What follows belongs to an exercise in optimizing a design on an open flow for small area and a short achievable clock period; a production flow would make more cautious choices.
Function was not checked in any run shown here: the RTL went through the layout flow alone.

## flow/design.v

```verilog
module nn #(parameter SIZE = 32) (
    input [SIZE-1:0] input_1,
    input [SIZE-1:0] input_2,
    input clk,
    input resetn,
    input enable,
    output [SIZE-1:0] final_output,
    output reg total_ovf,
    output reg total_zero,
    output [2:0] ovf_fsm_stage,
    output [2:0] zero_fsm_stage
);
    localparam [4:0] S_PRE = 5'd0, S_IN = 5'd1, S_OUT = 5'd2, S_POST = 5'd3,
                     S_IDLE = 5'd4, S_DEACT = 5'd8, S_LOAD = 5'd15;
    reg [4:0] st, nst;
    reg is_pre;          
    reg md;              
    reg [28:0] fo_hi;    
    reg fo_2;            
    reg fo_lo;           
    assign final_output = {fo_hi, fo_2, fo_lo, fo_lo};
    reg [2:0] ostg_n, zstg_n;
    assign ovf_fsm_stage = ~ostg_n;
    assign zero_fsm_stage = ~zstg_n;
    always @(*) begin
        case (st)
            S_DEACT: nst = enable ? (fo_2 ? S_PRE : S_LOAD) : S_DEACT;
            S_IDLE:  nst = enable ? S_PRE : S_DEACT;
            S_PRE:   nst = S_IN;
            S_IN:    nst = S_OUT;
            S_OUT:   nst = S_POST;
            S_POST:  nst = S_IDLE;
            default: nst = st + 5'd1;
        endcase
    end
    always @(posedge clk or negedge resetn)
        if (!resetn) begin
            st <= S_DEACT;
            is_pre <= 1'b0;
            md <= 1'b0;
        end else begin
            st <= nst;
            is_pre <= (nst == S_PRE);
            md <= (st == S_POST);
        end
    reg signed [29:0] X;
    reg signed [30:0] Y;
    reg zxy;
    wire zin = ~|input_1[31:2] | ~|input_2[31:1];
    always @(posedge clk) begin
        zxy <= zin;
        if (is_pre) begin
            X <= input_1[31:2];
            Y <= input_2[31:1];
        end
    end
    wire x3, y3, x4, y4, xq, yq;
    assign x3 = (~X[29] | (X[28] | (X[27] & (X[26] | (X[25] & (X[24] | (X[23] & (X[22] | (X[21] & (X[20] | (X[19] & (X[18] | (X[17] & (X[16] | (X[15] & (X[14] | (X[13] & (X[12] | (X[11] & (X[10] | (X[9] & (X[8] | (X[7] & (X[6] | (X[5] & (X[4] | (X[3] & (X[2] & (X[1] | (X[0] | 1'b1))))))))))))))))))))))))))))))
        & (X[29] | (~X[28] | (~X[27] & (~X[26] | (~X[25] & (~X[24] | (~X[23] & (~X[22] | (~X[21] & (~X[20] | (~X[19] & (~X[18] | (~X[17] & (~X[16] | (~X[15] & (~X[14] | (~X[13] & (~X[12] | (~X[11] & (~X[10] | (~X[9] & (~X[8] | (~X[7] & (~X[6] | (~X[5] & (~X[4] | (~X[3] & (~X[2] | (~X[1] & (~X[0] | 1'b1))))))))))))))))))))))))))))));
    assign y3 = (~Y[30] | (Y[29] & (Y[28] | (Y[27] | (Y[26] & (Y[25] & (Y[24] | (Y[23] | (Y[22] & (Y[21] & (Y[20] | (Y[19] | (Y[18] & (Y[17] & (Y[16] | (Y[15] | (Y[14] & (Y[13] & (Y[12] | (Y[11] | (Y[10] & (Y[9] & (Y[8] | (Y[7] | (Y[6] & (Y[5] & (Y[4] | (Y[3] | (Y[2] & (Y[1] & (Y[0] & 1'b1)))))))))))))))))))))))))))))))
        & (Y[30] | (~Y[29] & (~Y[28] | (~Y[27] | (~Y[26] & (~Y[25] & (~Y[24] | (~Y[23] | (~Y[22] & (~Y[21] & (~Y[20] | (~Y[19] | (~Y[18] & (~Y[17] & (~Y[16] | (~Y[15] | (~Y[14] & (~Y[13] & (~Y[12] | (~Y[11] | (~Y[10] & (~Y[9] & (~Y[8] | (~Y[7] | (~Y[6] & (~Y[5] & (~Y[4] | (~Y[3] | (~Y[2] & (~Y[1] & (~Y[0] | 1'b1)))))))))))))))))))))))))))))));
    assign x4 = (~X[29] | (X[28] & (X[27] & (X[26] & (X[25] | (X[24] & (X[23] | (X[22] & (X[21] | (X[20] & (X[19] | (X[18] & (X[17] | (X[16] & (X[15] | (X[14] & (X[13] | (X[12] & (X[11] | (X[10] & (X[9] | (X[8] & (X[7] | (X[6] & (X[5] | (X[4] & (X[3] | (X[2] & (X[1] & (X[0] | 1'b1))))))))))))))))))))))))))))))
        & (X[29] | (~X[28] & (~X[27] & (~X[26] & (~X[25] | (~X[24] & (~X[23] | (~X[22] & (~X[21] | (~X[20] & (~X[19] | (~X[18] & (~X[17] | (~X[16] & (~X[15] | (~X[14] & (~X[13] | (~X[12] & (~X[11] | (~X[10] & (~X[9] | (~X[8] & (~X[7] | (~X[6] & (~X[5] | (~X[4] & (~X[3] | (~X[2] & (~X[1] | (~X[0] | 1'b1))))))))))))))))))))))))))))));
    assign y4 = (~Y[30] | (Y[29] & (Y[28] & (Y[27] & (Y[26] & (Y[25] | (Y[24] & (Y[23] | (Y[22] & (Y[21] & (Y[20] & (Y[19] | (Y[18] | (Y[17] | (Y[16] | (Y[15] & (Y[14] | (Y[13] & (Y[12] | (Y[11] | (Y[10] | (Y[9] & (Y[8] & (Y[7] & (Y[6] & (Y[5] | (Y[4] & (Y[3] & (Y[2] | (Y[1] | (Y[0] | 1'b1)))))))))))))))))))))))))))))))
        & (Y[30] | (~Y[29] & (~Y[28] & (~Y[27] & (~Y[26] & (~Y[25] | (~Y[24] & (~Y[23] | (~Y[22] & (~Y[21] & (~Y[20] & (~Y[19] | (~Y[18] | (~Y[17] | (~Y[16] | (~Y[15] & (~Y[14] | (~Y[13] & (~Y[12] | (~Y[11] | (~Y[10] | (~Y[9] & (~Y[8] & (~Y[7] & (~Y[6] & (~Y[5] | (~Y[4] & (~Y[3] | (~Y[2] & (~Y[1] & (~Y[0] | 1'b1)))))))))))))))))))))))))))))));
    assign xq = (~X[29] | (X[28] & (X[27] & (X[26] & (X[25] | (X[24] | (X[23] | (X[22] & (X[21] & (X[20] & (X[19] | (X[18] | (X[17] | (X[16] & (X[15] & (X[14] & (X[13] | (X[12] | (X[11] | (X[10] & (X[9] & (X[8] & (X[7] | (X[6] | (X[5] | (X[4] & (X[3] & (X[2] & (X[1] & (X[0] | 1'b1))))))))))))))))))))))))))))))
        & (X[29] | (~X[28] & (~X[27] & (~X[26] & (~X[25] | (~X[24] | (~X[23] | (~X[22] & (~X[21] & (~X[20] & (~X[19] | (~X[18] | (~X[17] | (~X[16] & (~X[15] & (~X[14] & (~X[13] | (~X[12] | (~X[11] | (~X[10] & (~X[9] & (~X[8] & (~X[7] | (~X[6] | (~X[5] | (~X[4] & (~X[3] & (~X[2] | (~X[1] & (~X[0] & 1'b1))))))))))))))))))))))))))))));
    assign yq = (~Y[30] | (Y[29] & (Y[28] & (Y[27] & (Y[26] | (Y[25] | (Y[24] & (Y[23] & (Y[22] | (Y[21] | (Y[20] & (Y[19] & (Y[18] | (Y[17] | (Y[16] & (Y[15] & (Y[14] | (Y[13] | (Y[12] & (Y[11] & (Y[10] | (Y[9] | (Y[8] & (Y[7] & (Y[6] | (Y[5] | (Y[4] & (Y[3] & (Y[2] | (Y[1] & (Y[0] & 1'b1)))))))))))))))))))))))))))))))
        & (Y[30] | (~Y[29] & (~Y[28] & (~Y[27] & (~Y[26] | (~Y[25] | (~Y[24] & (~Y[23] & (~Y[22] | (~Y[21] | (~Y[20] & (~Y[19] & (~Y[18] | (~Y[17] | (~Y[16] & (~Y[15] & (~Y[14] | (~Y[13] | (~Y[12] & (~Y[11] & (~Y[10] | (~Y[9] | (~Y[8] & (~Y[7] & (~Y[6] | (~Y[5] | (~Y[4] & (~Y[3] & (~Y[2] | (~Y[1] | (~Y[0] | 1'b1)))))))))))))))))))))))))))))));
    wire [26:0] xs = X[26:0];
    wire [27:0] yv = Y[27:0];
    wire [31:0] ssum;             
    wire ok32 = (ssum[31:30] == 2'b00) || (ssum[31:30] == 2'b11);   
    wire ok30 = (ssum[31:28] == 4'h0) || (ssum[31:28] == 4'hf);     
    wire v_ok = (ssum[31:29] == 3'b000) || (ssum[31:29] == 3'b111);
    reg qovf, qzero, ok32r, ok30r, n3;
    wire ovf3 = ~(x3 & y3);
    wire quirk = ostg_n[2];    
    wire ovf4 = quirk ? qovf : ~(x4 & y4 & ok32r);
    wire zero4 = quirk & qzero;         
    wire ovf5 = total_ovf | ~ok30r;
    wire zpre = is_pre & zin;
    always @(posedge clk)
        if (st == S_IN) begin
            ok32r <= ok32;
            ok30r <= ok30;
            n3 <= ~ovf3;
        end
    always @(posedge clk or negedge resetn) begin
        if (!resetn) begin
            total_ovf <= 1'b0;
            total_zero <= 1'b0;
            ostg_n <= 3'd0;
            zstg_n <= 3'd0;
        end else if (zpre) begin
            total_zero <= 1'b1; zstg_n <= ~3'd2;
        end else begin
            case (st)
                S_DEACT: if (enable) begin
                    total_ovf <= 1'b0; total_zero <= 1'b0;
                    ostg_n <= 3'd0; zstg_n <= 3'd0;
                end
                S_IN: if (ovf3) begin
                    total_ovf <= 1'b1; ostg_n <= ~3'd3;
                end else if (zxy) begin
                    total_zero <= 1'b1; zstg_n <= ~3'd3;
                end
                S_OUT: if (ovf4) begin
                    total_ovf <= 1'b1; ostg_n <= ~3'd4;
                end else if (zero4) begin
                    total_zero <= 1'b1; zstg_n <= ~3'd4;
                end
                S_POST: if (ovf5) begin
                    total_ovf <= 1'b1; ostg_n <= ~3'd5;
                end
                default: ;
            endcase
        end
    end
    always @(posedge clk or negedge resetn) begin
        if (!resetn) begin
            fo_hi <= 29'd0;
            fo_2 <= 1'b0;
            fo_lo <= 1'b0;
        end else if (st == S_POST) begin
            fo_2 <= 1'b1;
            fo_hi <= ovf5 ? {29{1'b1}} : ssum[28:0];
            fo_lo <= ovf5;
        end
    end
    always @(posedge clk or negedge resetn) begin
        if (!resetn) begin
            qovf <= 1'b0;
            qzero <= 1'b1;
        end else if (md && n3) begin
            qovf <= ~(xq & yq & v_ok);
            qzero <= 1'b0;
        end
    end
  wire sS_1;
  assign sS_1 = yv[0] ^ md;
  wire sS_2;
  assign sS_2 = md & xs[0];
  wire sS_3;
  assign sS_3 = yv[1] ^ md;
  wire sS_4;
  assign sS_4 = md & xs[1];
  wire sS_5;
  assign sS_5 = yv[2] ^ md;
  wire sS_6;
  assign sS_6 = md & xs[2];
  wire sS_7;
  assign sS_7 = md & ~yv[0];
  wire sS_8;
  assign sS_8 = yv[3] ^ md;
  wire sS_9;
  assign sS_9 = md ? xs[3] : yv[0];
  wire sS_10;
  assign sS_10 = md & ~yv[1];
  wire sS_11;
  assign sS_11 = yv[4] ^ md;
  wire sS_12;
  assign sS_12 = md ? xs[4] : xs[0];
  wire sS_13;
  assign sS_13 = md ? ~yv[2] : yv[0];
  wire sS_14;
  assign sS_14 = ~md & yv[1];
  wire sS_15;
  assign sS_15 = yv[5] ^ md;
  wire sS_16;
  assign sS_16 = md ? xs[5] : xs[1];
  wire sS_17;
  assign sS_17 = md ? ~yv[3] : yv[1];
  wire sS_18;
  assign sS_18 = ~md & yv[2];
  wire sS_19;
  assign sS_19 = yv[6] ^ md;
  wire sS_20;
  assign sS_20 = md ? xs[6] : xs[2];
  wire sS_21;
  assign sS_21 = md ? ~yv[4] : yv[2];
  wire sS_22;
  assign sS_22 = ~md & yv[3];
  wire sS_23;
  assign sS_23 = yv[7] ^ md;
  wire sS_24;
  assign sS_24 = md ? xs[7] : xs[3];
  wire sS_25;
  assign sS_25 = md ? ~yv[5] : yv[3];
  wire sS_26;
  assign sS_26 = ~md & yv[4];
  wire sS_27;
  assign sS_27 = yv[8] ^ md;
  wire sS_28;
  assign sS_28 = md ? xs[8] : xs[4];
  wire sS_29;
  assign sS_29 = md ? ~yv[6] : yv[4];
  wire sS_30;
  assign sS_30 = ~md & yv[5];
  wire sS_31;
  assign sS_31 = yv[9] ^ md;
  wire sS_32;
  assign sS_32 = md ? xs[9] : xs[5];
  wire sS_33;
  assign sS_33 = md ? ~yv[7] : yv[5];
  wire sS_34;
  assign sS_34 = ~md & yv[6];
  wire sS_35;
  assign sS_35 = yv[10] ^ md;
  wire sS_36;
  assign sS_36 = md ? xs[10] : xs[6];
  wire sS_37;
  assign sS_37 = md ? ~yv[8] : yv[6];
  wire sS_38;
  assign sS_38 = ~md & yv[7];
  wire sS_39;
  assign sS_39 = yv[11] ^ md;
  wire sS_40;
  assign sS_40 = md ? xs[11] : xs[7];
  wire sS_41;
  assign sS_41 = md ? ~yv[9] : yv[7];
  wire sS_42;
  assign sS_42 = ~md & yv[8];
  wire sS_43;
  assign sS_43 = yv[12] ^ md;
  wire sS_44;
  assign sS_44 = md ? xs[12] : xs[8];
  wire sS_45;
  assign sS_45 = md ? ~yv[10] : yv[8];
  wire sS_46;
  assign sS_46 = ~md & yv[9];
  wire sS_47;
  assign sS_47 = yv[13] ^ md;
  wire sS_48;
  assign sS_48 = md ? xs[13] : xs[9];
  wire sS_49;
  assign sS_49 = md ? ~yv[11] : yv[9];
  wire sS_50;
  assign sS_50 = ~md & yv[10];
  wire sS_51;
  assign sS_51 = yv[14] ^ md;
  wire sS_52;
  assign sS_52 = md ? xs[14] : xs[10];
  wire sS_53;
  assign sS_53 = md ? ~yv[12] : yv[10];
  wire sS_54;
  assign sS_54 = ~md & yv[11];
  wire sS_55;
  assign sS_55 = yv[15] ^ md;
  wire sS_56;
  assign sS_56 = md ? xs[15] : xs[11];
  wire sS_57;
  assign sS_57 = md ? ~yv[13] : yv[11];
  wire sS_58;
  assign sS_58 = ~md & yv[12];
  wire sS_59;
  assign sS_59 = yv[16] ^ md;
  wire sS_60;
  assign sS_60 = md ? xs[16] : xs[12];
  wire sS_61;
  assign sS_61 = md ? ~yv[14] : yv[12];
  wire sS_62;
  assign sS_62 = ~md & yv[13];
  wire sS_63;
  assign sS_63 = yv[17] ^ md;
  wire sS_64;
  assign sS_64 = md ? xs[17] : xs[13];
  wire sS_65;
  assign sS_65 = md ? ~yv[15] : yv[13];
  wire sS_66;
  assign sS_66 = ~md & yv[14];
  wire sS_67;
  assign sS_67 = yv[18] ^ md;
  wire sS_68;
  assign sS_68 = md ? xs[18] : xs[14];
  wire sS_69;
  assign sS_69 = md ? ~yv[16] : yv[14];
  wire sS_70;
  assign sS_70 = ~md & yv[15];
  wire sS_71;
  assign sS_71 = yv[19] ^ md;
  wire sS_72;
  assign sS_72 = md ? xs[19] : xs[15];
  wire sS_73;
  assign sS_73 = md ? ~yv[17] : yv[15];
  wire sS_74;
  assign sS_74 = ~md & yv[16];
  wire sS_75;
  assign sS_75 = yv[20] ^ md;
  wire sS_76;
  assign sS_76 = md ? xs[20] : xs[16];
  wire sS_77;
  assign sS_77 = md ? ~yv[18] : yv[16];
  wire sS_78;
  assign sS_78 = ~md & yv[17];
  wire sS_79;
  assign sS_79 = yv[21] ^ md;
  wire sS_80;
  assign sS_80 = md ? xs[21] : xs[17];
  wire sS_81;
  assign sS_81 = md ? ~yv[19] : yv[17];
  wire sS_82;
  assign sS_82 = ~md & yv[18];
  wire sS_83;
  assign sS_83 = yv[22] ^ md;
  wire sS_84;
  assign sS_84 = md ? xs[22] : xs[18];
  wire sS_85;
  assign sS_85 = md ? ~yv[20] : yv[18];
  wire sS_86;
  assign sS_86 = ~md & yv[19];
  wire sS_87;
  assign sS_87 = yv[23] ^ md;
  wire sS_88;
  assign sS_88 = md ? xs[23] : xs[19];
  wire sS_89;
  assign sS_89 = md ? ~yv[21] : yv[19];
  wire sS_90;
  assign sS_90 = ~md & yv[20];
  wire sS_91;
  assign sS_91 = yv[24] ^ md;
  wire sS_92;
  assign sS_92 = md ? xs[24] : xs[20];
  wire sS_93;
  assign sS_93 = md ? ~yv[22] : yv[20];
  wire sS_94;
  assign sS_94 = ~md & yv[21];
  wire sS_95;
  assign sS_95 = yv[25] ^ md;
  wire sS_96;
  assign sS_96 = md ? xs[25] : xs[21];
  wire sS_97;
  assign sS_97 = md ? ~yv[23] : yv[21];
  wire sS_98;
  assign sS_98 = ~md & yv[22];
  wire sS_99;
  assign sS_99 = yv[26] ^ md;
  wire sS_100;
  assign sS_100 = md ? ~xs[26] : xs[22];
  wire sS_101;
  assign sS_101 = md ? ~yv[24] : yv[22];
  wire sS_102;
  assign sS_102 = ~md & yv[23];
  wire sS_103;
  assign sS_103 = yv[27] ^ md;
  wire sS_104;
  assign sS_104 = md ? ~yv[25] : xs[23];
  wire sS_105;
  assign sS_105 = ~md & yv[23];
  wire sS_106;
  assign sS_106 = ~md & yv[24];
  wire sS_107;
  assign sS_107 = md ? ~yv[26] : xs[24];
  wire sS_108;
  assign sS_108 = ~md & yv[24];
  wire sS_109;
  assign sS_109 = ~md & yv[25];
  wire sS_110;
  assign sS_110 = md ? yv[27] : xs[25];
  wire sS_111;
  assign sS_111 = ~md & yv[25];
  wire sS_112;
  assign sS_112 = ~md & yv[26];
  wire sS_113;
  assign sS_113 = ~md & ~xs[26];
  wire sS_114;
  assign sS_114 = ~md & yv[26];
  wire sS_115;
  assign sS_115 = ~md & ~yv[27];
  wire sS_116;
  assign sS_116 = ~md & ~yv[27];
  wire sS_117;
  wire sS_118;
  sS_ha usS_117 (xs[0], sS_8, sS_117, sS_118);
  wire sS_119;
  wire sS_120;
  sS_fa usS_119 (xs[1], sS_11, sS_12, sS_119, sS_120);
  wire sS_121;
  wire sS_122;
  sS_ha usS_121 (sS_13, sS_14, sS_121, sS_122);
  wire sS_123;
  wire sS_124;
  sS_fa usS_123 (xs[2], sS_15, sS_16, sS_123, sS_124);
  wire sS_125;
  wire sS_126;
  sS_ha usS_125 (sS_17, sS_18, sS_125, sS_126);
  wire sS_127;
  wire sS_128;
  sS_fa usS_127 (xs[3], sS_19, sS_20, sS_127, sS_128);
  wire sS_129;
  wire sS_130;
  sS_fa usS_129 (sS_21, sS_22, ~md, sS_129, sS_130);
  wire sS_131;
  wire sS_132;
  sS_fa usS_131 (xs[4], sS_23, sS_24, sS_131, sS_132);
  wire sS_133;
  wire sS_134;
  sS_fa usS_133 (sS_25, sS_26, ~md, sS_133, sS_134);
  wire sS_135;
  wire sS_136;
  sS_fa usS_135 (xs[5], sS_27, sS_28, sS_135, sS_136);
  wire sS_137;
  wire sS_138;
  sS_fa usS_137 (sS_29, sS_30, ~md, sS_137, sS_138);
  wire sS_139;
  wire sS_140;
  sS_fa usS_139 (xs[6], sS_31, sS_32, sS_139, sS_140);
  wire sS_141;
  wire sS_142;
  sS_fa usS_141 (sS_33, sS_34, ~md, sS_141, sS_142);
  wire sS_143;
  wire sS_144;
  sS_fa usS_143 (xs[7], sS_35, sS_36, sS_143, sS_144);
  wire sS_145;
  wire sS_146;
  sS_fa usS_145 (sS_37, sS_38, ~md, sS_145, sS_146);
  wire sS_147;
  wire sS_148;
  sS_fa usS_147 (xs[8], sS_39, sS_40, sS_147, sS_148);
  wire sS_149;
  wire sS_150;
  sS_fa usS_149 (sS_41, sS_42, ~md, sS_149, sS_150);
  wire sS_151;
  wire sS_152;
  sS_fa usS_151 (xs[9], sS_43, sS_44, sS_151, sS_152);
  wire sS_153;
  wire sS_154;
  sS_fa usS_153 (sS_45, sS_46, ~md, sS_153, sS_154);
  wire sS_155;
  wire sS_156;
  sS_fa usS_155 (xs[10], sS_47, sS_48, sS_155, sS_156);
  wire sS_157;
  wire sS_158;
  sS_fa usS_157 (sS_49, sS_50, ~md, sS_157, sS_158);
  wire sS_159;
  wire sS_160;
  sS_fa usS_159 (xs[11], sS_51, sS_52, sS_159, sS_160);
  wire sS_161;
  wire sS_162;
  sS_fa usS_161 (sS_53, sS_54, ~md, sS_161, sS_162);
  wire sS_163;
  wire sS_164;
  sS_fa usS_163 (xs[12], sS_55, sS_56, sS_163, sS_164);
  wire sS_165;
  wire sS_166;
  sS_fa usS_165 (sS_57, sS_58, ~md, sS_165, sS_166);
  wire sS_167;
  wire sS_168;
  sS_fa usS_167 (xs[13], sS_59, sS_60, sS_167, sS_168);
  wire sS_169;
  wire sS_170;
  sS_fa usS_169 (sS_61, sS_62, ~md, sS_169, sS_170);
  wire sS_171;
  wire sS_172;
  sS_fa usS_171 (xs[14], sS_63, sS_64, sS_171, sS_172);
  wire sS_173;
  wire sS_174;
  sS_fa usS_173 (sS_65, sS_66, ~md, sS_173, sS_174);
  wire sS_175;
  wire sS_176;
  sS_fa usS_175 (xs[15], sS_67, sS_68, sS_175, sS_176);
  wire sS_177;
  wire sS_178;
  sS_fa usS_177 (sS_69, sS_70, ~md, sS_177, sS_178);
  wire sS_179;
  wire sS_180;
  sS_fa usS_179 (xs[16], sS_71, sS_72, sS_179, sS_180);
  wire sS_181;
  wire sS_182;
  sS_fa usS_181 (sS_73, sS_74, ~md, sS_181, sS_182);
  wire sS_183;
  wire sS_184;
  sS_fa usS_183 (xs[17], sS_75, sS_76, sS_183, sS_184);
  wire sS_185;
  wire sS_186;
  sS_fa usS_185 (sS_77, sS_78, ~md, sS_185, sS_186);
  wire sS_187;
  wire sS_188;
  sS_fa usS_187 (xs[18], sS_79, sS_80, sS_187, sS_188);
  wire sS_189;
  wire sS_190;
  sS_fa usS_189 (sS_81, sS_82, ~md, sS_189, sS_190);
  wire sS_191;
  wire sS_192;
  sS_fa usS_191 (xs[19], sS_83, sS_84, sS_191, sS_192);
  wire sS_193;
  wire sS_194;
  sS_fa usS_193 (sS_85, sS_86, ~md, sS_193, sS_194);
  wire sS_195;
  wire sS_196;
  sS_fa usS_195 (xs[20], sS_87, sS_88, sS_195, sS_196);
  wire sS_197;
  wire sS_198;
  sS_fa usS_197 (sS_89, sS_90, ~md, sS_197, sS_198);
  wire sS_199;
  wire sS_200;
  sS_fa usS_199 (xs[21], sS_91, sS_92, sS_199, sS_200);
  wire sS_201;
  wire sS_202;
  sS_fa usS_201 (sS_93, sS_94, ~md, sS_201, sS_202);
  wire sS_203;
  wire sS_204;
  sS_fa usS_203 (xs[22], sS_95, sS_96, sS_203, sS_204);
  wire sS_205;
  wire sS_206;
  sS_fa usS_205 (sS_97, sS_98, ~md, sS_205, sS_206);
  wire sS_207;
  wire sS_208;
  assign sS_207 = xs[23] ^ sS_99;
  assign sS_208 = xs[23] | sS_99;
  wire sS_209;
  wire sS_210;
  sS_fa usS_209 (sS_100, sS_101, sS_102, sS_209, sS_210);
  wire sS_211;
  wire sS_212;
  sS_fa usS_211 (xs[24], sS_104, sS_105, sS_211, sS_212);
  wire sS_213;
  wire sS_214;
  assign sS_213 = sS_106 ^ sS_103;
  assign sS_214 = sS_106 & ~sS_103;
  wire sS_215;
  wire sS_216;
  assign sS_215 = xs[25] ^ sS_107;
  assign sS_216 = xs[25] | sS_107;
  wire sS_217;
  wire sS_218;
  sS_ha usS_217 (sS_108, sS_109, sS_217, sS_218);
  wire sS_219;
  wire sS_220;
  sS_fa usS_219 (sS_110, sS_111, sS_112, sS_219, sS_220);
  wire sS_221;
  wire sS_222;
  assign sS_221 = md ^ xs[26];
  assign sS_222 = md & ~xs[26];
  wire sS_223;
  wire sS_224;
  sS_fa usS_223 (sS_113, sS_114, sS_115, sS_223, sS_224);
  wire sS_225;
  wire sS_226;
  sS_ha usS_225 (sS_5, sS_6, sS_225, sS_226);
  wire sS_227;
  wire sS_228;
  sS_fa usS_227 (sS_9, sS_10, sS_117, sS_227, sS_228);
  wire sS_229;
  wire sS_230;
  sS_fa usS_229 (sS_119, sS_121, sS_118, sS_229, sS_230);
  wire sS_231;
  wire sS_232;
  sS_fa usS_231 (sS_123, sS_125, sS_120, sS_231, sS_232);
  wire sS_233;
  wire sS_234;
  sS_fa usS_233 (sS_127, sS_129, sS_124, sS_233, sS_234);
  wire sS_235;
  wire sS_236;
  sS_fa usS_235 (sS_131, sS_133, sS_128, sS_235, sS_236);
  wire sS_237;
  wire sS_238;
  sS_fa usS_237 (sS_135, sS_137, sS_132, sS_237, sS_238);
  wire sS_239;
  wire sS_240;
  sS_fa usS_239 (sS_139, sS_141, sS_136, sS_239, sS_240);
  wire sS_241;
  wire sS_242;
  sS_fa usS_241 (sS_143, sS_145, sS_140, sS_241, sS_242);
  wire sS_243;
  wire sS_244;
  sS_fa usS_243 (sS_147, sS_149, sS_144, sS_243, sS_244);
  wire sS_245;
  wire sS_246;
  sS_fa usS_245 (sS_151, sS_153, sS_148, sS_245, sS_246);
  wire sS_247;
  wire sS_248;
  sS_fa usS_247 (sS_155, sS_157, sS_152, sS_247, sS_248);
  wire sS_249;
  wire sS_250;
  sS_fa usS_249 (sS_159, sS_161, sS_156, sS_249, sS_250);
  wire sS_251;
  wire sS_252;
  sS_fa usS_251 (sS_163, sS_165, sS_160, sS_251, sS_252);
  wire sS_253;
  wire sS_254;
  sS_fa usS_253 (sS_167, sS_169, sS_164, sS_253, sS_254);
  wire sS_255;
  wire sS_256;
  sS_fa usS_255 (sS_171, sS_173, sS_168, sS_255, sS_256);
  wire sS_257;
  wire sS_258;
  sS_fa usS_257 (sS_175, sS_177, sS_172, sS_257, sS_258);
  wire sS_259;
  wire sS_260;
  sS_fa usS_259 (sS_179, sS_181, sS_176, sS_259, sS_260);
  wire sS_261;
  wire sS_262;
  sS_fa usS_261 (sS_183, sS_185, sS_180, sS_261, sS_262);
  wire sS_263;
  wire sS_264;
  sS_fa usS_263 (sS_187, sS_189, sS_184, sS_263, sS_264);
  wire sS_265;
  wire sS_266;
  sS_fa usS_265 (sS_191, sS_193, sS_188, sS_265, sS_266);
  wire sS_267;
  wire sS_268;
  sS_fa usS_267 (sS_195, sS_197, sS_192, sS_267, sS_268);
  wire sS_269;
  wire sS_270;
  sS_fa usS_269 (sS_199, sS_201, sS_196, sS_269, sS_270);
  wire sS_271;
  wire sS_272;
  sS_fa usS_271 (sS_203, sS_205, sS_200, sS_271, sS_272);
  wire sS_273;
  wire sS_274;
  sS_fa usS_273 (sS_209, sS_204, sS_206, sS_273, sS_274);
  wire sS_275;
  wire sS_276;
  sS_fa usS_275 (sS_211, sS_208, sS_210, sS_275, sS_276);
  wire sS_277;
  wire sS_278;
  sS_fa usS_277 (sS_217, sS_212, sS_214, sS_277, sS_278);
  wire sS_279;
  wire sS_280;
  sS_fa usS_279 (sS_219, sS_216, sS_218, sS_279, sS_280);
  wire sS_281;
  wire sS_282;
  sS_fa usS_281 (sS_223, sS_220, sS_222, sS_281, sS_282);
  wire sS_283;
  wire sS_284;
  assign sS_283 = sS_116 ^ sS_224;
  assign sS_284 = sS_116 | sS_224;
  wire sS_285;
  wire sS_286;
  sS_ha usS_285 (sS_1, sS_2, sS_285, sS_286);
  wire sS_287;
  wire sS_288;
  assign sS_287 = sS_3 ^ sS_4;
  assign sS_288 = sS_3 | sS_4;
  wire sS_289;
  wire sS_290;
  sS_fa usS_289 (sS_7, sS_225, ~md, sS_289, sS_290);
  wire sS_291;
  wire sS_292;
  sS_fa usS_291 (sS_227, sS_226, ~md, sS_291, sS_292);
  wire sS_293;
  wire sS_294;
  sS_fa usS_293 (sS_229, sS_228, ~md, sS_293, sS_294);
  wire sS_295;
  wire sS_296;
  sS_fa usS_295 (sS_122, sS_231, sS_230, sS_295, sS_296);
  wire sS_297;
  wire sS_298;
  sS_fa usS_297 (sS_126, sS_233, sS_232, sS_297, sS_298);
  wire sS_299;
  wire sS_300;
  sS_fa usS_299 (sS_130, sS_235, sS_234, sS_299, sS_300);
  wire sS_301;
  wire sS_302;
  sS_fa usS_301 (sS_134, sS_237, sS_236, sS_301, sS_302);
  wire sS_303;
  wire sS_304;
  sS_fa usS_303 (sS_138, sS_239, sS_238, sS_303, sS_304);
  wire sS_305;
  wire sS_306;
  sS_fa usS_305 (sS_142, sS_241, sS_240, sS_305, sS_306);
  wire sS_307;
  wire sS_308;
  sS_fa usS_307 (sS_146, sS_243, sS_242, sS_307, sS_308);
  wire sS_309;
  wire sS_310;
  sS_fa usS_309 (sS_150, sS_245, sS_244, sS_309, sS_310);
  wire sS_311;
  wire sS_312;
  sS_fa usS_311 (sS_154, sS_247, sS_246, sS_311, sS_312);
  wire sS_313;
  wire sS_314;
  sS_fa usS_313 (sS_158, sS_249, sS_248, sS_313, sS_314);
  wire sS_315;
  wire sS_316;
  sS_fa usS_315 (sS_162, sS_251, sS_250, sS_315, sS_316);
  wire sS_317;
  wire sS_318;
  sS_fa usS_317 (sS_166, sS_253, sS_252, sS_317, sS_318);
  wire sS_319;
  wire sS_320;
  sS_fa usS_319 (sS_170, sS_255, sS_254, sS_319, sS_320);
  wire sS_321;
  wire sS_322;
  sS_fa usS_321 (sS_174, sS_257, sS_256, sS_321, sS_322);
  wire sS_323;
  wire sS_324;
  sS_fa usS_323 (sS_178, sS_259, sS_258, sS_323, sS_324);
  wire sS_325;
  wire sS_326;
  sS_fa usS_325 (sS_182, sS_261, sS_260, sS_325, sS_326);
  wire sS_327;
  wire sS_328;
  sS_fa usS_327 (sS_186, sS_263, sS_262, sS_327, sS_328);
  wire sS_329;
  wire sS_330;
  sS_fa usS_329 (sS_190, sS_265, sS_264, sS_329, sS_330);
  wire sS_331;
  wire sS_332;
  sS_fa usS_331 (sS_194, sS_267, sS_266, sS_331, sS_332);
  wire sS_333;
  wire sS_334;
  sS_fa usS_333 (sS_198, sS_269, sS_268, sS_333, sS_334);
  wire sS_335;
  wire sS_336;
  sS_fa usS_335 (sS_202, sS_271, sS_270, sS_335, sS_336);
  wire sS_337;
  wire sS_338;
  sS_fa usS_337 (sS_273, sS_272, ~sS_207, sS_337, sS_338);
  wire sS_339;
  wire sS_340;
  sS_fa usS_339 (sS_275, sS_274, ~sS_213, sS_339, sS_340);
  wire sS_341;
  wire sS_342;
  sS_fa usS_341 (sS_277, sS_276, ~sS_215, sS_341, sS_342);
  wire sS_343;
  wire sS_344;
  sS_fa usS_343 (sS_279, sS_278, ~sS_221, sS_343, sS_344);
  wire sS_345;
  wire sS_346;
  sS_fa usS_345 (sS_281, sS_280, ~md, sS_345, sS_346);
  wire sS_347;
  wire sS_348;
  assign sS_347 = sS_282 ^ sS_283;
  assign sS_348 = sS_282 & ~sS_283;
  wire [31:0] sS_a = {~sS_347, sS_345, sS_343, sS_341, sS_339, sS_337, sS_335, sS_333, sS_331, sS_329, sS_327, sS_325, sS_323, sS_321, sS_319, sS_317, sS_315, sS_313, sS_311, sS_309, sS_307, sS_305, sS_303, sS_301, sS_299, sS_297, sS_295, sS_293, sS_291, sS_289, ~sS_287, md};
  wire [31:0] sS_b = {sS_346, sS_344, sS_342, sS_340, sS_338, sS_336, sS_334, sS_332, sS_330, sS_328, sS_326, sS_324, sS_322, sS_320, sS_318, sS_316, sS_314, sS_312, sS_310, sS_308, sS_306, sS_304, sS_302, sS_300, sS_298, sS_296, sS_294, sS_292, sS_290, sS_288, sS_286, sS_285};
  wire [31:0] sS_p0 = sS_a ^ sS_b;
  wire [31:0] sS_g0 = sS_a & sS_b;
  wire sS_G0_1 = sS_g0[1] | (sS_p0[1] & sS_g0[0]);
  wire sS_P0_1 = sS_p0[1] & sS_p0[0];
  wire sS_G0_3 = sS_g0[3] | (sS_p0[3] & sS_g0[2]);
  wire sS_P0_3 = sS_p0[3] & sS_p0[2];
  wire sS_G0_5 = sS_g0[5] | (sS_p0[5] & sS_g0[4]);
  wire sS_P0_5 = sS_p0[5] & sS_p0[4];
  wire sS_G0_7 = sS_g0[7] | (sS_p0[7] & sS_g0[6]);
  wire sS_P0_7 = sS_p0[7] & sS_p0[6];
  wire sS_G0_9 = sS_g0[9] | (sS_p0[9] & sS_g0[8]);
  wire sS_P0_9 = sS_p0[9] & sS_p0[8];
  wire sS_G0_11 = sS_g0[11] | (sS_p0[11] & sS_g0[10]);
  wire sS_P0_11 = sS_p0[11] & sS_p0[10];
  wire sS_G0_13 = sS_g0[13] | (sS_p0[13] & sS_g0[12]);
  wire sS_P0_13 = sS_p0[13] & sS_p0[12];
  wire sS_G0_15 = sS_g0[15] | (sS_p0[15] & sS_g0[14]);
  wire sS_P0_15 = sS_p0[15] & sS_p0[14];
  wire sS_G0_17 = sS_g0[17] | (sS_p0[17] & sS_g0[16]);
  wire sS_P0_17 = sS_p0[17] & sS_p0[16];
  wire sS_G0_19 = sS_g0[19] | (sS_p0[19] & sS_g0[18]);
  wire sS_P0_19 = sS_p0[19] & sS_p0[18];
  wire sS_G0_21 = sS_g0[21] | (sS_p0[21] & sS_g0[20]);
  wire sS_P0_21 = sS_p0[21] & sS_p0[20];
  wire sS_G0_23 = sS_g0[23] | (sS_p0[23] & sS_g0[22]);
  wire sS_P0_23 = sS_p0[23] & sS_p0[22];
  wire sS_G0_25 = sS_g0[25] | (sS_p0[25] & sS_g0[24]);
  wire sS_P0_25 = sS_p0[25] & sS_p0[24];
  wire sS_G0_27 = sS_g0[27] | (sS_p0[27] & sS_g0[26]);
  wire sS_P0_27 = sS_p0[27] & sS_p0[26];
  wire sS_G0_29 = sS_g0[29] | (sS_p0[29] & sS_g0[28]);
  wire sS_P0_29 = sS_p0[29] & sS_p0[28];
  wire sS_G0_31 = sS_g0[31] | (sS_p0[31] & sS_g0[30]);
  wire sS_P0_31 = sS_p0[31] & sS_p0[30];
  wire sS_G1_3 = sS_G0_3 | (sS_P0_3 & sS_G0_1);
  wire sS_P1_3 = sS_P0_3 & sS_P0_1;
  wire sS_G1_7 = sS_G0_7 | (sS_P0_7 & sS_G0_5);
  wire sS_P1_7 = sS_P0_7 & sS_P0_5;
  wire sS_G1_11 = sS_G0_11 | (sS_P0_11 & sS_G0_9);
  wire sS_P1_11 = sS_P0_11 & sS_P0_9;
  wire sS_G1_15 = sS_G0_15 | (sS_P0_15 & sS_G0_13);
  wire sS_P1_15 = sS_P0_15 & sS_P0_13;
  wire sS_G1_19 = sS_G0_19 | (sS_P0_19 & sS_G0_17);
  wire sS_P1_19 = sS_P0_19 & sS_P0_17;
  wire sS_G1_23 = sS_G0_23 | (sS_P0_23 & sS_G0_21);
  wire sS_P1_23 = sS_P0_23 & sS_P0_21;
  wire sS_G1_27 = sS_G0_27 | (sS_P0_27 & sS_G0_25);
  wire sS_P1_27 = sS_P0_27 & sS_P0_25;
  wire sS_G1_31 = sS_G0_31 | (sS_P0_31 & sS_G0_29);
  wire sS_P1_31 = sS_P0_31 & sS_P0_29;
  wire sS_G2_7 = sS_G1_7 | (sS_P1_7 & sS_G1_3);
  wire sS_P2_7 = sS_P1_7 & sS_P1_3;
  wire sS_G2_15 = sS_G1_15 | (sS_P1_15 & sS_G1_11);
  wire sS_P2_15 = sS_P1_15 & sS_P1_11;
  wire sS_G2_23 = sS_G1_23 | (sS_P1_23 & sS_G1_19);
  wire sS_P2_23 = sS_P1_23 & sS_P1_19;
  wire sS_G2_31 = sS_G1_31 | (sS_P1_31 & sS_G1_27);
  wire sS_P2_31 = sS_P1_31 & sS_P1_27;
  wire sS_G3_15 = sS_G2_15 | (sS_P2_15 & sS_G2_7);
  wire sS_P3_15 = sS_P2_15 & sS_P2_7;
  wire sS_G3_31 = sS_G2_31 | (sS_P2_31 & sS_G2_23);
  wire sS_P3_31 = sS_P2_31 & sS_P2_23;
  wire sS_G4_31 = sS_G3_31 | (sS_P3_31 & sS_G3_15);
  wire sS_P4_31 = sS_P3_31 & sS_P3_15;
  wire sS_G5_23 = sS_G2_23 | (sS_P2_23 & sS_G3_15);
  wire sS_P5_23 = sS_P2_23 & sS_P3_15;
  wire sS_G6_11 = sS_G1_11 | (sS_P1_11 & sS_G2_7);
  wire sS_P6_11 = sS_P1_11 & sS_P2_7;
  wire sS_G6_19 = sS_G1_19 | (sS_P1_19 & sS_G3_15);
  wire sS_P6_19 = sS_P1_19 & sS_P3_15;
  wire sS_G6_27 = sS_G1_27 | (sS_P1_27 & sS_G5_23);
  wire sS_P6_27 = sS_P1_27 & sS_P5_23;
  wire sS_G7_5 = sS_G0_5 | (sS_P0_5 & sS_G1_3);
  wire sS_P7_5 = sS_P0_5 & sS_P1_3;
  wire sS_G7_9 = sS_G0_9 | (sS_P0_9 & sS_G2_7);
  wire sS_P7_9 = sS_P0_9 & sS_P2_7;
  wire sS_G7_13 = sS_G0_13 | (sS_P0_13 & sS_G6_11);
  wire sS_P7_13 = sS_P0_13 & sS_P6_11;
  wire sS_G7_17 = sS_G0_17 | (sS_P0_17 & sS_G3_15);
  wire sS_P7_17 = sS_P0_17 & sS_P3_15;
  wire sS_G7_21 = sS_G0_21 | (sS_P0_21 & sS_G6_19);
  wire sS_P7_21 = sS_P0_21 & sS_P6_19;
  wire sS_G7_25 = sS_G0_25 | (sS_P0_25 & sS_G5_23);
  wire sS_P7_25 = sS_P0_25 & sS_P5_23;
  wire sS_G7_29 = sS_G0_29 | (sS_P0_29 & sS_G6_27);
  wire sS_P7_29 = sS_P0_29 & sS_P6_27;
  wire sS_G8_2 = sS_g0[2] | (sS_p0[2] & sS_G0_1);
  wire sS_P8_2 = sS_p0[2] & sS_P0_1;
  wire sS_G8_4 = sS_g0[4] | (sS_p0[4] & sS_G1_3);
  wire sS_P8_4 = sS_p0[4] & sS_P1_3;
  wire sS_G8_6 = sS_g0[6] | (sS_p0[6] & sS_G7_5);
  wire sS_P8_6 = sS_p0[6] & sS_P7_5;
  wire sS_G8_8 = sS_g0[8] | (sS_p0[8] & sS_G2_7);
  wire sS_P8_8 = sS_p0[8] & sS_P2_7;
  wire sS_G8_10 = sS_g0[10] | (sS_p0[10] & sS_G7_9);
  wire sS_P8_10 = sS_p0[10] & sS_P7_9;
  wire sS_G8_12 = sS_g0[12] | (sS_p0[12] & sS_G6_11);
  wire sS_P8_12 = sS_p0[12] & sS_P6_11;
  wire sS_G8_14 = sS_g0[14] | (sS_p0[14] & sS_G7_13);
  wire sS_P8_14 = sS_p0[14] & sS_P7_13;
  wire sS_G8_16 = sS_g0[16] | (sS_p0[16] & sS_G3_15);
  wire sS_P8_16 = sS_p0[16] & sS_P3_15;
  wire sS_G8_18 = sS_g0[18] | (sS_p0[18] & sS_G7_17);
  wire sS_P8_18 = sS_p0[18] & sS_P7_17;
  wire sS_G8_20 = sS_g0[20] | (sS_p0[20] & sS_G6_19);
  wire sS_P8_20 = sS_p0[20] & sS_P6_19;
  wire sS_G8_22 = sS_g0[22] | (sS_p0[22] & sS_G7_21);
  wire sS_P8_22 = sS_p0[22] & sS_P7_21;
  wire sS_G8_24 = sS_g0[24] | (sS_p0[24] & sS_G5_23);
  wire sS_P8_24 = sS_p0[24] & sS_P5_23;
  wire sS_G8_26 = sS_g0[26] | (sS_p0[26] & sS_G7_25);
  wire sS_P8_26 = sS_p0[26] & sS_P7_25;
  wire sS_G8_28 = sS_g0[28] | (sS_p0[28] & sS_G6_27);
  wire sS_P8_28 = sS_p0[28] & sS_P6_27;
  wire sS_G8_30 = sS_g0[30] | (sS_p0[30] & sS_G7_29);
  wire sS_P8_30 = sS_p0[30] & sS_P7_29;
  wire [31:0] ssum_t;
  assign ssum_t[0] = sS_p0[0];
  assign ssum_t[1] = sS_p0[1] ^ sS_g0[0];
  assign ssum_t[2] = sS_p0[2] ^ sS_G0_1;
  assign ssum_t[3] = sS_p0[3] ^ sS_G8_2;
  assign ssum_t[4] = sS_p0[4] ^ sS_G1_3;
  assign ssum_t[5] = sS_p0[5] ^ sS_G8_4;
  assign ssum_t[6] = sS_p0[6] ^ sS_G7_5;
  assign ssum_t[7] = sS_p0[7] ^ sS_G8_6;
  assign ssum_t[8] = sS_p0[8] ^ sS_G2_7;
  assign ssum_t[9] = sS_p0[9] ^ sS_G8_8;
  assign ssum_t[10] = sS_p0[10] ^ sS_G7_9;
  assign ssum_t[11] = sS_p0[11] ^ sS_G8_10;
  assign ssum_t[12] = sS_p0[12] ^ sS_G6_11;
  assign ssum_t[13] = sS_p0[13] ^ sS_G8_12;
  assign ssum_t[14] = sS_p0[14] ^ sS_G7_13;
  assign ssum_t[15] = sS_p0[15] ^ sS_G8_14;
  assign ssum_t[16] = sS_p0[16] ^ sS_G3_15;
  assign ssum_t[17] = sS_p0[17] ^ sS_G8_16;
  assign ssum_t[18] = sS_p0[18] ^ sS_G7_17;
  assign ssum_t[19] = sS_p0[19] ^ sS_G8_18;
  assign ssum_t[20] = sS_p0[20] ^ sS_G6_19;
  assign ssum_t[21] = sS_p0[21] ^ sS_G8_20;
  assign ssum_t[22] = sS_p0[22] ^ sS_G7_21;
  assign ssum_t[23] = sS_p0[23] ^ sS_G8_22;
  assign ssum_t[24] = sS_p0[24] ^ sS_G5_23;
  assign ssum_t[25] = sS_p0[25] ^ sS_G8_24;
  assign ssum_t[26] = sS_p0[26] ^ sS_G7_25;
  assign ssum_t[27] = sS_p0[27] ^ sS_G8_26;
  assign ssum_t[28] = sS_p0[28] ^ sS_G6_27;
  assign ssum_t[29] = sS_p0[29] ^ sS_G8_28;
  assign ssum_t[30] = sS_p0[30] ^ sS_G7_29;
  assign ssum_t[31] = sS_p0[31] ^ sS_G8_30;
    assign ssum = ssum_t;
endmodule
module sS_fa(input a, input b, input c, output s, output co);
  assign s = a ^ b ^ c;
  assign co = (a & b) | (a & c) | (b & c);
endmodule
module sS_ha(input a, input b, output s, output co);
  assign s = a ^ b;
  assign co = a & b;
endmodule
```

## flow/flow/run.sh

```bash
#!/bin/bash
# Standard ORFS layout (the standard.sh), with two changes to how it is made:
#  - port buffers are sky130_fd_sc_hd__buf_2 instead of the resizer's default pick
#    (a slow delay buffer), so the input and output paths are not padded;
#  - timing repair aims at a setup margin below the clock period, so paths are
#    repaired toward the period the design can reach rather than only to 21 ns.
# Synthesis is the standard one, unchanged. Each tool's log stays under orfs/logs.
set -euo pipefail
bash standard.sh synth > make_synth.log 2>&1
export BUFFER_PORTS_ARGS="-buffer_cell sky130_fd_sc_hd__buf_2"
export SETUP_SLACK_MARGIN=15.5
bash standard.sh > make_layout.log 2>&1
```

## flow/standard.sh

```bash
#!/bin/bash
# synth_recipe.tcl (not shown) runs the flow's synth.tcl, then flattens the netlist and writes it again
# the make line also repeats each setting of config.mk as NAME=value (left out here)
make -C /OpenROAD-flow-scripts/flow DESIGN_CONFIG=/design/flow/config.mk WORK_HOME=/design/flow/orfs CLKGATE_MAP_FILE= SYNTH_SCRIPT=/design/flow/synth_recipe.tcl "${@:-finish}"
```

## flow/config.mk

```make
export PLATFORM = sky130hd
export DESIGN_NAME = nn
export DESIGN_NICKNAME = nn
export VERILOG_FILES = /design/flow/design.v
export SDC_FILE = /design/flow/constraint.sdc
export NUM_CORES = 4
export LEC_CHECK = 0
export CAP_MARGIN = 20
export CORE_MARGIN = 2
export CORE_UTILIZATION = 40
export SLEW_MARGIN = 20
```

## flow/constraint.sdc

```tcl
create_clock -name core_clock -period 21.0 [get_ports {clk}]
set_input_delay 4.2000 -clock core_clock [delete_from_list [all_inputs] [get_ports {clk}]]
set_output_delay 4.2000 -clock core_clock [all_outputs]
set_load 0.01 [all_outputs]
```

==> results of run 1 <==
[final cells by class]
cell class | count | share of cell area (%)
well taps | 330 | 3.36
clock buffers | 24 | 4.17
inverters | 167 | 5.23
repair buffers | 131 | 6.85
multi-input cells | 656 | 54.1
repair inverters | 2 | 0.142
flip-flops and latches | 113 | 25.6
clock inverters | 8 | 0.610
[metal layers]
layer	vias up	global-route usage [%]	part of all wire (%)
met1	3617	30.2	50
met2	215	30.3	44
li1	3577	-	-
met3	25	3.11	4.4
met5	-	0	0
met4	0	4.67	1.1
[sequential cells by signal, indices dropped and copies added (netlist names)]
signal and count:
Y 31, X 30, fo_hi 29, st 5, ostg_n 3, zstg_n 3
fo_2 1, fo_lo 1, is_pre 1, md 1, n3 1, ok30r 1
ok32r 1, qovf 1, qzero 1, total_ovf 1, total_zero 1, zxy 1
[layout by cell type (no fill, tap or decap), drive strengths merged, types with 5 or more instances in the layout]
master / synthesis / final
nand3: 15 / 15
fa: 99 / 99
o211ai: 12 / 12
o31ai: 5 / 5
o21ai: 29 / 29
nand4: 17 / 17
nand2b: 10 / 10
o21bai: 6 / 6
nor4: 26 / 26
mux2: 22 / 22
nor2: 64 / 64
and2: 6 / 6
a21o: 10 / 10
nor2b: 6 / 6
xnor2: 32 / 32
edfxtp: 64 / 64
xor2: 8 / 8
mux2i: 21 / 21
inv: 167 / 170
dfrtp: 46 / 46
o22a: 15 / 15
a211oi: 11 / 11
ha: 97 / 97
buf: 15 / 130
clkbuf: 11 / 24
nand2: 28 / 28
a21oi: 50 / 50
nor3: 16 / 16
o21a: 6 / 6
[worst paths after layout]
| kind | start | to | slack, ns | depth (start not counted) |
|---|---|---|---|---|
| worst min register to register | qzero | qzero | 0.49 | 1 |
| worst max-delay path | md | ok30r | 15.07 | 25 |
| worst max register to register | md | ok30r | 15.07 | 25 |
| min in group asynchronous | resetn | fo_hi[4] | 3.88 | 2 |
| max in group asynchronous | resetn | is_pre | 16.65 | 2 |
| worst min-delay path | qzero | qzero | 0.49 | 1 |
[logic make-up after synthesis]
| group | count (synthesis) |
|---|---|
| AND/OR/NAND/NOR | 204 |
| XOR/XNOR | 40 |
| AO/OA/AOI/OAI | 173 |
| adder cells (fa/ha/maj) | 196 |
| flip-flops | 113 |
| buffers and inverters | 193 |
| multiplexers | 43 |
[through the flow]
stage / std cells / util (%) / hold WS (ns) / setup WS (ns)
after CTS: 1424 / 48.6 / 0.491 / 15.07
after detailed placement: 1372 / 44.6 / 0.483 / 14.08
after floorplan: 962 / - / 0.473 / 15.18
after global routing: 1431 / 49.0 / 0.509 / 14.79
final: 1431 / 49.0 / 0.490 / 15.07
after global placement: 1372 / 44.6 / 0.480 / 14.13
[timing repair]
action	in CTS	in global routing
setup endpoints to repair	21	9
cloned	5	0
gates resized for setup	38	9
setup buffers	15	7
pin swaps	18	14
[worst max-delay path, cell delays in order, from the launching register on]
cell	delay (ns)
dfrtp_2	0.44
buf_16	0.17
mux2_4	0.31
fa_1	0.53
inv_1	0.05
fa_1	0.47
inv_1	0.05
fa_2	0.56
ha_4	0.21
o21a_1	0.19
o211ai_2	0.20
nor3_2	0.08
a211o_4	0.36
a2111oi_4	0.34
o311a_1	0.24
o21bai_1	0.09
a21oi_2	0.16
fa_2	0.21
xor2_1	0.17
xnor2_1	0.15
xnor2_1	0.12
buf_4	0.14
buf_4	0.12
ha_1	0.17
nand2b_1	0.07
o21ai_1	0.05
==> qor.yml, run 1 <==
drt:
  wl_mm: 25.7
  drt_iter0_drc: 546
  drc: 0
  wire_per_inst_um: 18.0
  ant_nets: 0
  routed_via_density: 5.19
  vias: 7434
  first_pass_iters: 5
sta:
  layout_worst_path_cycle_share_pct: 28.3
  finalSetupViolCount: 0
  skew_ns: 0.0136
  rsz0062_at_grt: "true"
  post-route-min-period_ns: 5.93
  worst_pin_slew_ns: 1.09
  hold_viol: 0
  finalSetupTns_ns: 0
  maxSlewViolCount: 0
  maxSlewHeadroom_pct: 26.7
  max_freq_mhz: 169
synthesis:
  yosysMostFrequentCell: "inv_1"
  synth_area_leaders: "fa_1 (19%), edfxtp_1 (19%), ha_1 (12%)"
  ys.flop_type: "edfxtp_1"
  postSynthAreaPerCell_um2: 10.6
  syn-num-nets: 1225
  synth-seq-cells: 113
  synth_cell_type_count: 76
  ys_seq_area_share_pct: 30.8
  synth-xor-area-share_pct: 3.43
  synthCells: 962
  synth_top_area_cell: "fa_1"
  async_flop_share_pct: 42.5
  yosys_warnings: 1
  syn_area_um2: 10200
  synth_top_family_by_area: "adder cells"
  synth_compound_area_share_pct: 11.9
  yosys.area_share.adder_pct: 31.3
  synth-simple-area-share_pct: 10.6
  synth_top_area_share_pct: 19.4
  synthMuxAreaShare_pct: 4.48
  ys_top_cells_by_count: "inv_1 (165), fa_1 (99), ha_1 (97), edfxtp_1 (64), nor2_1 (64)"
  synth-edff-count: 64
placement:
  dpl-instance-area_um2: 11200
  numPortBuffers: 103
  gp_congestion: 0.881
  dp_hpwl_mm: 19.1
clocking:
  clk_latency_ns: 0.42
  clockBufferDepth: 2
  numCtsBuffers: 17
  cts-root-buf: "clkbuf_16"
  ctsHoldBuffers: 0
  cts.clk_slew.worst_paths_ns: 0.06
  htree_levels: 4
  cts_sinks: 113
  cts_tree: "done"
floorplanning:
  die_area_um2: 26800
  fp.dieW_um: 164
  placementRows: 58
  die_h_um: 164
  start_util_pct: 40.7
  core_area_um2: 25100
  num_io_pins: 107
grt:
  grt_max_degree: 63
  grt.total_usage_pct: 20.0
  antenna_found_initial: 0
  grt.overflow.total: 0
  grt_pass1_vias: 7703
  grt_first_pass_wirelength_mm: 41.4
cells_and_area:
  regArea_um2: 3150
  fillers: 2332
  areaGrowthSynthToFinish_pct: 20.4
  fin_nets: 1351
  stdcell_area_um2: 12300
  drive_above_1_share_pct: 23.3
  num_antenna_cells: 0
  multi_input_area_um2: 6650
status:
  status: "finished clean"
min_path:
  hold_class: "reg2reg"
worst_setup_path:
  end_kind: "flop"
  startpoint_type: "flop"
  arrival_ns: 6.09
  crit_fanout: 7
  path_class: "reg2reg"
  worst_ep_required_time_ns: 21.16
run:
  cap_viol_max_count: 0
==> run 2, diff against run 1 <==
--- a/flow/config.mk
+++ b/flow/config.mk
@@ -11 +11,2 @@
 export SLEW_MARGIN = 20
+export SYNTH_HIERARCHICAL = 1
==> run 2 against run 1 <==
Effect of this change: still clean on timing, DRC and antenna; critical path depth fell by 1; wire length barely moved; utilization rose by 4.0 points; first-iteration DRC count fell by 18%; synthesized area fell by 6.6%; synthesized cell count fell by 13%; final area rose by 1.1%; global-route usage rose by 1.2 points; highest routed layer unchanged.
==> qor.yml, run 2 <==
sta:
  finalSetupTns_ns: 0  # unchanged
  finalSetupViolCount: 0  # unchanged
  layout_worst_path_cycle_share_pct: 28.0  # was 28.3%
  worst_pin_slew_ns: 0.981  # was 1.09 ns
  whs_ns: 0.493  # was 0.490 ns
  skew_ns: 0.0142  # was 0.0136 ns
  maxSlewViolCount: 0  # unchanged
  max_freq_mhz: 170  # was 169 MHz
  hold_viol: 0  # unchanged
  rsz0062_at_grt: "true"  # unchanged
  post-route-min-period_ns: 5.89  # was 5.93 ns
  maxSlewHeadroom_pct: 34.5  # was 26.7%
worst_setup_path:
  end_kind: "flop"  # unchanged
  cpPeakStageDelay_ns: 0.54  # was 0.56 ns
  worst_ep_required_time_ns: 21.17  # was 21.16 ns
  crit_fanout: 4  # was 7
  startpoint_type: "flop"  # unchanged
  cpMaxStageDelayCell: "fa_1"  # was fa_2
  path_class: "reg2reg"  # unchanged
  arrival_ns: 6.06  # was 6.09 ns
  crit_chain: "buf_12 -> buf_12 -> buf_12 -> mux2_4 -> fa_1 -> fa_1 -> fa_1 -> ha_1 -> nand4_1 -> a211oi_2 -> o211ai_1 -> nand3_1 -> o31a_1 -> a31o_1 -> a31oi_2 -> o21a_1 -> fa_2 -> xnor2_2 -> xnor2_2 -> xnor2_2 -> inv_2 -> ha_4 -> nand3_2 -> o21ai_2"
clocking:
  clockBufferDepth: 2  # unchanged
  cts-root-buf: "clkbuf_16"  # unchanged
  cts.clk_slew.worst_paths_ns: 0.06  # about the same
  htree_levels: 4  # unchanged
  clk_latency_ns: 0.43  # was 0.42 ns
  cts_sinks: 113  # unchanged
  cts_tree: "done"  # unchanged
  numCtsBuffers: 17  # unchanged
  ctsHoldBuffers: 0  # unchanged
synthesis:
  syn_area_um2: 9540  # was 10200 um2
  ys_top_cells_by_count: "fa_1 (119), ha_1 (76), inv_1 (69), edfxtp_1 (64), nor2_1 (60)"  # was inv_1 (165), fa_1 (99), ha_1 (97), edfxtp_1 (64), nor2_1 (64)
  synth_cell_type_count: 69  # was 76
  postSynthAreaPerCell_um2: 11.4  # was 10.6 um2
  synth_top_area_cell: "fa_1"  # unchanged
  ys.flop_type: "edfxtp_1"  # unchanged
  synth-edff-count: 64  # unchanged
  async_flop_share_pct: 42.5  # unchanged
  synthCells: 837  # was 962
  synth_area_leaders: "fa_1 (25%), edfxtp_1 (20%), dfrtp_1 (12%)"  # was fa_1 (19%), edfxtp_1 (19%), ha_1 (12%)
  synth_top_area_share_pct: 25.0  # was 19.4%
  yosysMostFrequentCell: "fa_1"  # was inv_1
  yosys_warnings: 7  # was 1
  syn-num-nets: 1099  # was 1225
  synth-seq-cells: 113  # unchanged
  ys_seq_area_share_pct: 33.0  # was 30.8%
min_path:
  hold_class: "reg2reg"  # unchanged
placement:
  gp_congestion: 0.840  # was 0.881
  dp_hpwl_mm: 18.1  # was 19.1 mm
  numPortBuffers: 103  # unchanged
grt:
  antenna_found_initial: 0  # unchanged
  grt_first_pass_wirelength_mm: 40.1  # was 41.4 mm
  grt_pass1_vias: 7285  # was 7703
  grt.total_usage_pct: 21.2  # was 20.0%
  grt_max_degree: 63  # unchanged
  grt.overflow.total: 0  # unchanged
floorplanning:
  core_area_um2: 23500  # was 25100 um2
  start_util_pct: 40.7  # about the same
  die_area_um2: 25100  # was 26800 um2
  num_io_pins: 107  # unchanged
  die_h_um: 158  # was 164 um
  placementRows: 56  # was 58
  fp.dieW_um: 158  # was 164 um
status:
  status: "finished clean"  # unchanged
drt:
  wire_per_inst_um: 19.4  # was 18.0 um
  routed_via_density: 5.44  # was 5.19
  drc: 0  # unchanged
  wl_mm: 25.7  # about the same
  vias: 7224  # was 7434
  drt_iter0_drc: 445  # was 546
  first_pass_iters: 5  # unchanged
  ant_nets: 0  # unchanged
cells_and_area:
  top_regs: "Y x31, X x30, fo_hi x29"  # unchanged
  drive_above_1_share_pct: 32.1  # was 23.3%
  num_antenna_cells: 0  # unchanged
  final_cell_mix: "fa_1 (99), buf_2 (99), inv_1 (65)"  # was inv_1 (159), buf_2 (101), fa_1 (95)
  largest_reg_flops: 31  # unchanged
  areaGrowthSynthToFinish_pct: 30.4  # was 20.4%
  utilization_pct: 53.0  # was 49.0%
  fin_nets: 1258  # was 1351
  top_register: "Y"  # unchanged
run:
  cap_viol_max_count: 0  # unchanged
run 2: cell count changes in the layout (fill, tap and decap cells not counted), moves of 16 or more:
cell / change
buf_6: +20
fa_2: +16
ha_1: -38
ha_4: +17
inv_1: -94
mux2i_1: -19
nand2_1: +20
xnor2_1: -22
run 2: modules after synthesis (local to each module, per instance):
module  flip-flops and latches  area (um2)  copies in the design  cells
sS_ha                        0        12.5                     6      1
sS_fa                        0        20.0                   103      1
nn                         113        7410                     1    728
run 2: kinds of logic after synthesis:
kind of cell    after synthesis  synth area share [%]
mux                          23                  2.67
xor+xnor                     19                  1.74
simple gates                196                  9.86
fa+ha+maj                   195                  34.9
compound gates              198                  14.1
flops                       113                  33.0
buf+inv                      93                  3.79
run 2: path summary, 6_finish.rpt:
check / from / to / slack [ns] / cells after the start
setup / recovery: md / ok30r / 15.11 / 24
hold / removal: qzero / qzero / 0.49 / 1
setup reg to reg: md / ok30r / 15.11 / 24
hold reg to reg: qzero / qzero / 0.49 / 1
max in group asynchronous: resetn / is_pre / 16.67 / 2
min in group asynchronous: resetn / fo_hi[2] / 3.85 / 2
run 2: metrics by stage:
stage	cell area, um2	instances	setup WS [ns]
final	12400	1328	15.11
after floorplan	9940	837	15.29
after global placement	10800	1239	14.13
after CTS	12100	1320	15.03
after detailed placement	10800	1239	14.07
after global routing	12400	1328	14.92
run 2: area by class of cell:
class	instances	area (um2)
Clock buffer	19	443
Timing Repair Buffer	162	1220
Sequential cell	113	3150
Fill cell	2029	11000
Timing Repair inverter	2	36.3
Multi-Input combinational cell	631	6760
Inverter	69	275
Tap cell	319	399
Clock inverter	13	160
run 2: worst max-delay path, delay by kind of cell, from the launching register on:
family	cells	cell delay [ns]
buffers and inverters	4	0.49
AOI/OAI and AO/OA	7	1.13
DFF	1	0.44
xor gates and xnor gates	3	0.56
and+or+nand+nor	3	0.36
muxes	1	0.31
adders and majority gates	6	2.34
run 2: repair_timing:
item,4_1_cts,5_1_grt
gates cloned,6,0
gates resized for setup,56,64
setup endpoints to repair,21,19
endpoints found under the hold margin,0,0
buffers inserted,43,8
pin swaps,44,59
run 2: routing by layer:
metal  vias to the layer above  GRT usage, %  part of all wire [%]
met1                      3594          32.3                    49
met2                       251          31.2                    43
met3                        34          3.32                   6.0
met4                         0          6.22                   1.9
li1                       3345             -                     -
met5                         -             0                     0

[port drivers added, routing unchanged]
No port has a modelled driver above. Below, the same layouts with a new extraction and two added sets of constraints.
Step 1, drivers: a clkbuf_16 drives clk and a buf_2 each remaining input, both assumed.
Step 2 moves the port delays by t, midway between the first and last clock arrival at a register: inputs arrive t later, outputs are due t later. That takes back most of the time a late clock gives input paths.
Slacks: ideal / step 1 / step 2; pairs: ideal / step 1.
| run | t (ns) | setup WS [ns] | worst setup path at the end | clock arrival spread, ns | worst slew at a driven data input, ns |
|---|---|---|---|---|---|
| run 1 | 0.465 | 15.067 / 15.067 / 15.048 | input to register | 0.015 / 0.015 | 0.05 |
| run 2 | 0.472 | 15.113 / 15.113 / 15.085 | input to register | 0.014 / 0.015 | 0.04 |
After both steps setup and hold are still met in every run listed. The setup slack of run 2, which loses most, moves by 0.000 ns with the drivers and by -0.028 ns with both steps.
